This is an optimization exercise on Yosys and OpenROAD, whose aim is small area, not a production implementation.
Function was checked by simulation only, so behaviour that the tests miss may differ from the original.
No driver is modelled on the clock port, so clocking that relies on it looks cheaper here than on a real chip.
Power figures rest on the tool's default switching activity, not on a simulated workload.

the baseline:
// ddr_main
module ddr_main (
    input        clk,
    input        rst,
    input        btnU,
    input        btnD,
    input        btnL,
    input        btnR,
    input  [7:0] sw,
    output [7:0] led,
    output [6:0] seg,
    output [3:0] an
);
Settings: LEC_CHECK=0, ABC_AREA=1, CAP_MARGIN=20, CORE_MARGIN=2, CORE_UTILIZATION=75, SLEW_MARGIN=20; clock period 16.0 ns.
standard.sh (not shown) runs the stock make flow with config.mk's settings and CLKGATE_MAP_FILE= SYNTH_SCRIPT=/design/flow/synth_recipe.tcl, a recipe that flattens the netlist after the stock synthesis.
==> flow/flow/run.sh <==
#!/bin/bash
# Own layout flow: the standard synthesis, then an area re-mapping of the
# combinational logic (registers untouched), then the standard layout steps
# with the clock tree built without dummy loads.
set -euo pipefail
W=$(pwd)
R=$W/orfs/results/${FLOW_PLATFORM}/ddr_main/base
YOSYS=yosys
if ! command -v yosys >/dev/null 2>&1; then
  YOSYS=$FLOW_HOME/../tools/install/yosys/bin/yosys
fi

bash standard.sh synth > $W/log_synth.txt 2>&1
cp $R/1_2_yosys.v $W/standard_synth.v
# Re-map the combinational logic with several ABC scripts in parallel and
# keep the smallest netlist.
R2="balance; rewrite; refactor; balance; rewrite; rewrite -z; balance; refactor -z; rewrite -z; balance"
mkdir -p $W/reopt
SCRIPTS="$W/flow/area.abc $W/flow/area_lut.abc"
for seed in ${DEEP_SEEDS:-$(seq 1 22)}; do
  printf "strash\n$R2\n&get -n\n&deepsyn -S $seed -T ${DEEP_T:-30}\n&put\ndch -f\namap\n" > $W/reopt/deep$seed.abc
  SCRIPTS="$SCRIPTS $W/reopt/deep$seed.abc"
done
n=0
for sc in $SCRIPTS; do
  n=$((n+1))
  REOPT_IN=$W/standard_synth.v REOPT_OUT=$W/reopt/r$n.v REOPT_ABC=$sc \
    $YOSYS -c $W/flow/reopt.tcl > $W/reopt/log_r$n.txt 2>&1 &
  if (( n % ${NUM_CORES:-4} == 0 )); then wait; fi
done
wait
best=""
best_area=1e18
for f in $W/reopt/r*.v; do
  a=$(sed -n "s/.*Chip area for module '.ddr_main': \([0-9.]*\).*/\1/p" $f.after.txt)
  echo "$f $a" >> $W/log_reopt.txt
  if awk "BEGIN{exit !($a < $best_area)}"; then best=$f; best_area=$a; fi
done
echo "best $best $best_area" >> $W/log_reopt.txt
cp $best $W/reopt.v
cp $W/reopt.v $R/1_2_yosys.v
touch $R/1_2_yosys.v

CTS="-sink_clustering_enable -repair_clock_nets -dont_use_dummy_load"
CTS="$CTS -buf_list sky130_fd_sc_hd__clkbuf_8 -sink_clustering_size 40 -sink_clustering_max_diameter 200"
BUF="-inputs -outputs -buffer_cell sky130_fd_sc_hd__buf_1"
bash standard.sh "CTS_ARGS=$CTS" "BUFFER_PORTS_ARGS=$BUF" \
  "PRE_CTS_TCL=$W/flow/pre_cts.tcl" "CLK_SLEW_TARGET=0.095" ${STOP_AT:-finish} > $W/log_layout.txt 2>&1
Other scripts of this flow, unchanged in this note and not shown: flow/flow/area.abc, flow/flow/area_lut.abc, flow/flow/downsize.tcl, flow/flow/pre_cts.tcl, flow/flow/reopt.tcl
The baseline: done, clean on timing, DRC and antenna
For the candidate, these inputs were changed with respect to the baseline:
-- flow/design.v --
<<< the baseline, line 19
reg [2:1] pu, pd, pl, pr;    
reg pu0, pd0, pl0, pr0;      
reg isU, isD, isL, isR;      
always @(posedge clk)
    if (rst) begin
>>> the candidate, line 19
reg [2:1] pu, pd, pl, pr;    
reg pu0, pd0, pl0, pr0;      
reg isUn, isDn, isLn, isRn;  
always @(posedge clk)
    if (rst) begin
<<< the baseline, line 31
always @(posedge clk) begin
    pu0 <= pu[1]; pd0 <= pd[1]; pl0 <= pl[1]; pr0 <= pr[1];
    isU <= ~pu0 & pu[1];
    isD <= ~pd0 & pd[1];
    isL <= ~pl0 & pl[1];
    isR <= ~pr0 & pr[1];
end
wire game_rst = pr[2] | pr[1];
wire combo_en = pl[1] | pl0;
>>> the candidate, line 31
always @(posedge clk) begin
    pu0 <= pu[1]; pd0 <= pd[1]; pl0 <= pl[1]; pr0 <= pr[1];
    isUn <= pu0 | ~pu[1];
    isDn <= pd0 | ~pd[1];
    isLn <= pl0 | ~pl[1];
    isRn <= pr0 | ~pr[1];
end
wire isU = ~isUn, isD = ~isDn, isL = ~isLn, isR = ~isRn;
wire game_rst = pr[2] | pr[1];
wire combo_en = pl[1] | pl0;
<<< the baseline, line 44
        state <= sw[0] ? (game_rst ? ST_RESET : ST_PAUSE) : ST_GAME;
reg ddv, den;
reg [7:0] dv;
always @(posedge clk) begin
    if (rst || s_reset) begin
        den <= 1'b0;
        dv <= 8'd0;
    end else begin
        den <= ddv;
        if (den) dv <= {dv[6:0], dv[7] ^ dv[5] ^ dv[4] ^ dv[3] ^ (dv[6:0] == 7'd0)};
    end
    ddv <= ~s_reset & ~ddv;
>>> the candidate, line 45
        state <= sw[0] ? (game_rst ? ST_RESET : ST_PAUSE) : ST_GAME;
reg ddv, den;
reg [7:0] dvn;    
wire [7:0] dv = ~dvn;
always @(posedge clk) begin
    if (rst || s_reset) begin
        den <= 1'b0;
        dvn <= 8'hff;
    end else begin
        den <= ddv;
        if (den) dvn <= ~{dv[6:0], dv[7] ^ dv[5] ^ dv[4] ^ dv[3] ^ (dv[6:0] == 7'd0)};
    end
    ddv <= ~s_reset & ~ddv;
<<< the baseline, line 57
wire met  = |dv;                  
wire tick = (dv == 8'd1) & ddv;   
reg [6:0] rr;
reg nb;
always @(posedge clk)
    if (s_reset) begin
        rr <= sw[7:1];
        nb <= 1'b0;
    end else if (tick) begin
        nb <= ~(rr[6] ^ rr[5]);
        rr <= {nb, rr[6:1]};
    end
reg [3:0] next_mask;
>>> the candidate, line 59
wire met  = |dv;                  
wire tick = (dv == 8'd1) & ddv;   
reg [6:0] rrn;
reg nbn;
wire [6:0] rr = ~rrn;
always @(posedge clk)
    if (s_reset) begin
        rrn <= ~sw[7:1];
        nbn <= 1'b1;
    end else if (tick) begin
        nbn <= rrn[6] ^ rrn[5];
        rrn <= {nbn, rrn[6:1]};
    end
reg [3:0] next_mask;
<<< the baseline, line 102
    end
wire [3:0] arrow = ~q3;
reg [3:0] keys;
reg hitC, hitI;
reg [3:0] k;
>>> the candidate, line 105
    end
wire [3:0] arrow = ~q3;
reg [3:0] keysn;    
wire [3:0] keys = ~keysn;
reg hitC, hitI;
reg [3:0] k;
<<< the baseline, line 129
always @(posedge clk)
    if (rst) begin
        keys <= 0; hitC <= 0; hitI <= 0;
    end else begin
        keys <= k; hitC <= c; hitI <= i;
    end
reg [2:1] pc, pi;     
reg pc0, pi0, isC, isI;   
always @(posedge clk) begin
    if (rst) begin
>>> the candidate, line 133
always @(posedge clk)
    if (rst) begin
        keysn <= 4'hf; hitC <= 0; hitI <= 0;
    end else begin
        keysn <= ~k; hitC <= c; hitI <= i;
    end
reg [2:1] pc, pi;     
reg pc0, pi0, isCn, isIn;   
always @(posedge clk) begin
    if (rst) begin
<<< the baseline, line 143
    end
    pc0 <= pc[1]; pi0 <= pi[1];
    isC <= ~pc0 & pc[1];
    isI <= ~pi0 & pi[1];
end
reg [4:0] sT, cT;
reg [3:0] sH, sE, sO, cH, cE, cO;
reg [1:0] mul;    
wire c_hi = (|cT) | (|cH);
wire ge4  = c_hi | (|cE) | cO[3] | cO[2];
>>> the candidate, line 147
    end
    pc0 <= pc[1]; pi0 <= pi[1];
    isCn <= pc0 | ~pc[1];
    isIn <= pi0 | ~pi[1];
end
wire isC = ~isCn, isI = ~isIn;
reg [4:0] sT, cT;
reg [3:0] sH, sE, sO, cH, cE, cO;
reg [1:0] muln;   
wire [1:0] mul = ~muln;
wire c_hi = (|cT) | (|cH);
wire ge4  = c_hi | (|cE) | cO[3] | cO[2];
<<< the baseline, line 201
always @(posedge clk)
    if (rst || s_reset)
        mul <= 2'd0;
    else
        mul <= mul_n;
always @(posedge clk)
    if (s_reset) begin
>>> the candidate, line 207
always @(posedge clk)
    if (rst || s_reset)
        muln <= 2'b11;
    else
        muln <= ~mul_n;
always @(posedge clk)
    if (s_reset) begin
<<< the baseline, line 236
reg [4:0] n0;
reg [3:0] n1, n2, n3;
reg [1:0] trk;
reg shown;
always @(posedge clk)
    if (rst) begin
        dmode <= 0; n0 <= 5'h0f; n1 <= 4'hf; n2 <= 4'hf; n3 <= 4'hf;
        trk <= 0; shown <= 0;
    end else if (den) begin
        if (s_game && disM) begin
>>> the candidate, line 242
reg [4:0] n0;
reg [3:0] n1, n2, n3;
reg [1:0] trkn;    
wire [1:0] trk = ~trkn;
reg shown;
always @(posedge clk)
    if (rst) begin
        dmode <= 0; n0 <= 5'h0f; n1 <= 4'hf; n2 <= 4'hf; n3 <= 4'hf;
        trkn <= 2'b11; shown <= 0;
    end else if (den) begin
        if (s_game && disM) begin
<<< the baseline, line 254
            end
        end
        trk <= trk + 2'd1;
        shown <= 1'b1;
    end
>>> the candidate, line 261
            end
        end
        trkn <= ~(trk + 2'd1);
        shown <= 1'b1;
    end
## What came out
- The cell count after synthesis was comparable across the baseline and the candidate.
- Total power: the candidate above the baseline
- The lower final non-filler cell area of the baseline and the candidate is in the baseline.
- Row global routing usage summed across all routing layers: the candidate higher / the baseline lower
- Multi-input combinational area share delta for the candidate relative to the baseline: 0.89 points higher
- Taking the baseline as the reference, in the candidate final cell count has remained practically unchanged, relative area change from synthesis to final layout has remained practically unchanged, mapped cell area has increased, number of buffers added to fix hold violations after cts has remained practically unchanged.


## main
ddr_main, a different RTL version from the one above (not shown whole).
Size: about 660 cells after synthesis, ~0.0054 sq mm of cells after synthesis.
Design ddr_main, start of the top module:
module ddr_main (
    input        clk,
    input        rst,
    input        btnU,
    input        btnD,
    input        btnL,
    input        btnR,
    input  [7:0] sw,
    output [7:0] led,
    output [6:0] seg,
    output [3:0] an
);
localparam [1:0] ST_GAME = 2'd0, ST_PAUSE = 2'd1, ST_RESET = 2'd2;
reg [1:0] state;
wire s_game  = (state == ST_GAME);
wire s_pause = (state == ST_PAUSE);
wire s_reset = (state == ST_RESET);
reg [2:1] pu, pd, pl, pr;    
reg pu0, pd0, pl0, pr0;      
reg isUn, isDn, isLn, isRn;  
always @(posedge clk)
    if (rst) begin
        pu <= 0; pd <= 0; pl <= 0; pr <= 0;
    end else begin
        pu <= {btnU, pu[2]};
        pd <= {btnD, pd[2]};
        pl <= {btnL, pl[2]};
        pr <= {btnR, pr[2]};
    end
always @(posedge clk) begin
    pu0 <= pu[1]; pd0 <= pd[1]; pl0 <= pl[1]; pr0 <= pr[1];
    isUn <= pu0 | ~pu[1];
    isDn <= pd0 | ~pd[1];
    isLn <= pl0 | ~pl[1];
    isRn <= pr0 | ~pr[1];
end
wire isU = ~isUn, isD = ~isDn, isL = ~isLn, isR = ~isRn;
wire game_rst = pr[2] | pr[1];
wire combo_en = pl[1] | pl0;
always @(posedge clk)
    if (rst)
        state <= ST_RESET;
    else
        state <= sw[0] ? (game_rst ? ST_RESET : ST_PAUSE) : ST_GAME;
reg ddv, den;
reg [7:0] dvn;    
wire [7:0] dv = ~dvn;
always @(posedge clk) begin
    if (rst || s_reset) begin
        den <= 1'b0;
        dvn <= 8'hff;
    end else begin
        den <= ddv;
        if (den) dvn <= ~{dv[6:0], dv[7] ^ dv[5] ^ dv[4] ^ dv[3] ^ (dv[6:0] == 7'd0)};
    end
    ddv <= ~s_reset & ~ddv;
end
wire met  = |dv;                  
wire tick = (dv == 8'd1) & ddv;   
reg [6:0] rr;
reg nb;
always @(posedge clk)
    if (s_reset) begin
        rr <= sw[7:1];
        nb <= 1'b0;
    end else if (tick) begin
        nb <= ~(rr[6] ^ rr[5]);
        rr <= {nb, rr[6:1]};
    end
  ...
==> flow/config.mk <==
export PLATFORM = sky130hd
export DESIGN_NAME = ddr_main
export DESIGN_NICKNAME = ddr_main
export VERILOG_FILES = /design/flow/design.v
export SDC_FILE = /design/flow/constraint.sdc
export NUM_CORES = 4
export LEC_CHECK = 0
export ABC_AREA = 1
export CAP_MARGIN = 20
export CORE_MARGIN = 2
export CORE_UTILIZATION = 75
export SLEW_MARGIN = 20
==> flow/constraint.sdc <==
create_clock -name core_clock -period 16.0 [get_ports {clk}]
set_input_delay 3.2000 -clock core_clock [delete_from_list [all_inputs] [get_ports {clk}]]
set_output_delay 3.2000 -clock core_clock [all_outputs]
set_load 0.01 [all_outputs]
==> flow/flow/run.sh <==
#!/bin/bash
# Own layout flow: the standard synthesis, then an area re-mapping of the
# combinational logic (registers untouched), then the standard layout steps
# with the clock tree built without dummy loads.
set -euo pipefail
W=$(pwd)
R=$W/orfs/results/${FLOW_PLATFORM}/ddr_main/base
YOSYS=yosys
if ! command -v yosys >/dev/null 2>&1; then
  YOSYS=$FLOW_HOME/../tools/install/yosys/bin/yosys
fi

bash standard.sh synth > $W/log_synth.txt 2>&1
cp $R/1_2_yosys.v $W/standard_synth.v
# Re-map the combinational logic with several ABC scripts in parallel and
# keep the smallest netlist.
R2="balance; rewrite; refactor; balance; rewrite; rewrite -z; balance; refactor -z; rewrite -z; balance"
mkdir -p $W/reopt
SCRIPTS="$W/flow/area.abc $W/flow/area_lut.abc"
for seed in ${DEEP_SEEDS:-$(seq 1 40)}; do
  printf "strash\n$R2\n&get -n\n&deepsyn -S $seed -T ${DEEP_T:-30}\n&put\ndch -f\namap\n" > $W/reopt/deep$seed.abc
  SCRIPTS="$SCRIPTS $W/reopt/deep$seed.abc"
done
n=0
for sc in $SCRIPTS; do
  n=$((n+1))
  REOPT_IN=$W/standard_synth.v REOPT_OUT=$W/reopt/r$n.v REOPT_ABC=$sc \
    $YOSYS -c $W/flow/reopt.tcl > $W/reopt/log_r$n.txt 2>&1 &
  if (( n % ${NUM_CORES:-4} == 0 )); then wait; fi
done
wait
best=""
best_area=1e18
for f in $W/reopt/r*.v; do
  a=$(sed -n "s/.*Chip area for module '.ddr_main': \([0-9.]*\).*/\1/p" $f.after.txt)
  echo "$f $a" >> $W/log_reopt.txt
  if awk "BEGIN{exit !($a < $best_area)}"; then best=$f; best_area=$a; fi
done
echo "best $best $best_area" >> $W/log_reopt.txt
cp $best $W/reopt.v
cp $W/reopt.v $R/1_2_yosys.v
touch $R/1_2_yosys.v

CTS="-sink_clustering_enable -repair_clock_nets -dont_use_dummy_load"
CTS="$CTS -buf_list sky130_fd_sc_hd__clkbuf_8 -sink_clustering_size 40 -sink_clustering_max_diameter 200"
BUF="-inputs -outputs -buffer_cell sky130_fd_sc_hd__buf_1"
bash standard.sh "CTS_ARGS=$CTS" "BUFFER_PORTS_ARGS=$BUF" \
  "PRE_CTS_TCL=$W/flow/pre_cts.tcl" "CLK_SLEW_TARGET=0.095" ${STOP_AT:-finish} > $W/log_layout.txt 2>&1
Other scripts of this flow, unchanged in this note and not shown: flow/flow/area.abc, flow/flow/area_lut.abc, flow/flow/downsize.tcl, flow/flow/pre_cts.tcl, flow/flow/reopt.tcl
The following lists how the feature branch was set up differently from main:
--- a/flow/design.v
+++ b/flow/design.v
@@ -243,82 +243,81 @@
     end
 reg dp2, dp1;    
 reg disM;        
 always @(posedge clk)
     if (rst) begin
         dp2 <= 0; dp1 <= 0;
     end else if (den) begin
         dp2 <= met;
         dp1 <= dp2;
     end
 always @(posedge clk)
     if (den) disM <= ~dp1 & dp2;
-wire [4:0] tsel = combo_en ? cT : sT;
-reg [4:0] tcode;
-always @* begin
-    case (tsel)
-        5'd10: tcode = 5'b10111;
-        5'd11: tcode = 5'b11011;
-        5'd12: tcode = 5'b11101;
-        5'd13: tcode = 5'b11110;
-        5'd14: tcode = 5'b10011;
-        5'd15: tcode = 5'b10101;
-        5'd16: tcode = 5'b10110;
-        default: tcode = {1'b0, tsel[3:0]};
-    endcase
-end
 reg dmode;            
 reg [4:0] n0;
 reg [3:0] n1, n2, n3;
 reg [1:0] trkn;    
 wire [1:0] trk = ~trkn;
 reg shown;
 always @(posedge clk)
     if (rst) begin
-        dmode <= 0; n0 <= 5'h1f; n1 <= 4'hf; n2 <= 4'hf; n3 <= 4'hf;
+        dmode <= 0; n0 <= 5'h0f; n1 <= 4'hf; n2 <= 4'hf; n3 <= 4'hf;
         trkn <= 2'b11; shown <= 0;
     end else if (den) begin
         if (s_game && disM) begin
             dmode <= 1'b0;
-            n0 <= {1'b1, q0}; n1 <= q1; n2 <= q2; n3 <= q3;
+            n0 <= {1'b0, q0}; n1 <= q1; n2 <= q2; n3 <= q3;
         end else if (s_pause) begin
             dmode <= 1'b1;
-            n0 <= tcode;
             if (combo_en) begin
-                n1 <= cH; n2 <= cE; n3 <= cO;
+                n0 <= cT; n1 <= cH; n2 <= cE; n3 <= cO;
             end else begin
-                n1 <= sH; n2 <= sE; n3 <= sO;
+                n0 <= sT; n1 <= sH; n2 <= sE; n3 <= sO;
             end
         end
         trkn <= ~(trk + 2'd1);
         shown <= 1'b1;
     end
-reg [4:0] cur;        
+reg [4:0] cur;
 always @* begin
     case (trk)
         2'd0: cur = n0;
-        2'd1: cur = {~dmode, n1};
-        2'd2: cur = {~dmode, n2};
-        default: cur = {~dmode, n3};
+        2'd1: cur = {1'b0, n1};
+        2'd2: cur = {1'b0, n2};
+        default: cur = {1'b0, n3};
+    endcase
+end
+reg [3:0] namask;
+always @* begin
+    if (!dmode) namask = cur[3:0];
+    else case (cur)
+        5'd10: namask = 4'b0111;
+        5'd11: namask = 4'b1011;
+        5'd12: namask = 4'b1101;
+        5'd13: namask = 4'b1110;
+        5'd14: namask = 4'b0011;
+        5'd15: namask = 4'b0101;
+        5'd16: namask = 4'b0110;
+        default: namask = 4'b1111;
     endcase
 end
 reg [6:0] dseg;
 always @* begin
     case (cur[3:0])
         4'd0: dseg = 7'b1000000;
         4'd1: dseg = 7'b1111001;
         4'd2: dseg = 7'b0100100;
         4'd3: dseg = 7'b0110000;
         4'd4: dseg = 7'b0011001;
         4'd5: dseg = 7'b0010010;
         4'd6: dseg = 7'b0000010;
         4'd7: dseg = 7'b1111000;
         4'd8: dseg = 7'b0000000;
         default: dseg = 7'b0011000;
     endcase
 end
-wire [6:0] aseg = {1'b1, cur[1], cur[1], cur[2], cur[0], cur[0], cur[3]};
-wire is_digit = ~cur[4];
+wire [6:0] aseg = {1'b1, namask[1], namask[1], namask[2], namask[0], namask[0], namask[3]};
+wire is_digit = dmode & (cur < 5'd10);
 assign seg = is_digit ? dseg : aseg;
 assign an  = !shown ? 4'b1111 : ~(4'b1000 >> trk);
 assign led = {4'b0001 << mul, hitC, hitI, state};
 endmodule
==> comparison <==
All of the feature branch and main finish clean.
The feature branch against main; non-clock buffer count is up by a few percent.
Total overflow reported by the global router delta (the feature branch -> main): insignificant
In the feature branch the global-route met3 utilization turned out 1.4 points higher than in main.
The feature branch vs. main: clock latency on the worst-skew pair went up by 90 ps.
Register fraction of the total cell area (lower): main
Comparing the feature branch against main, there is no change at all in residual DRC count.

static timing again, ports no longer ideal:
How much do the figures lean on ideal ports? The routed layouts below were timed once more, with nothing changed but the port constraints.
Step 1 (the two cells are an assumption about what drives the block):
set clk [get_ports {clk}]
set_driving_cell -lib_cell sky130_fd_sc_hd__clkbuf_16 $clk
set_driving_cell -lib_cell sky130_fd_sc_hd__buf_2 [delete_from_list [all_inputs] $clk]
Step 2, shift: input delay + t, output delay - t, t = (earliest + latest rising clock arrival at the registers) / 2. This alone moves slack from input paths to output paths.
Three values: ideal, step 1, step 2; two values: the first two.
run | shift t [ns] | slack for setup (ns) | slew at the worst register clock pin (ns)
the baseline | 0.557 | 9.287 / 9.255 / 9.812 | 0.10 / 0.10
the candidate | 0.697 | 9.015 / 8.986 / 9.683 | 0.09 / 0.09
main | 0.663 | 9.248 / 9.218 / 9.881 | 0.10 / 0.10
the feature branch | 0.743 | 8.843 / 8.812 / 9.555 | 0.11 / 0.11
After both steps setup and hold are still met in every run listed.
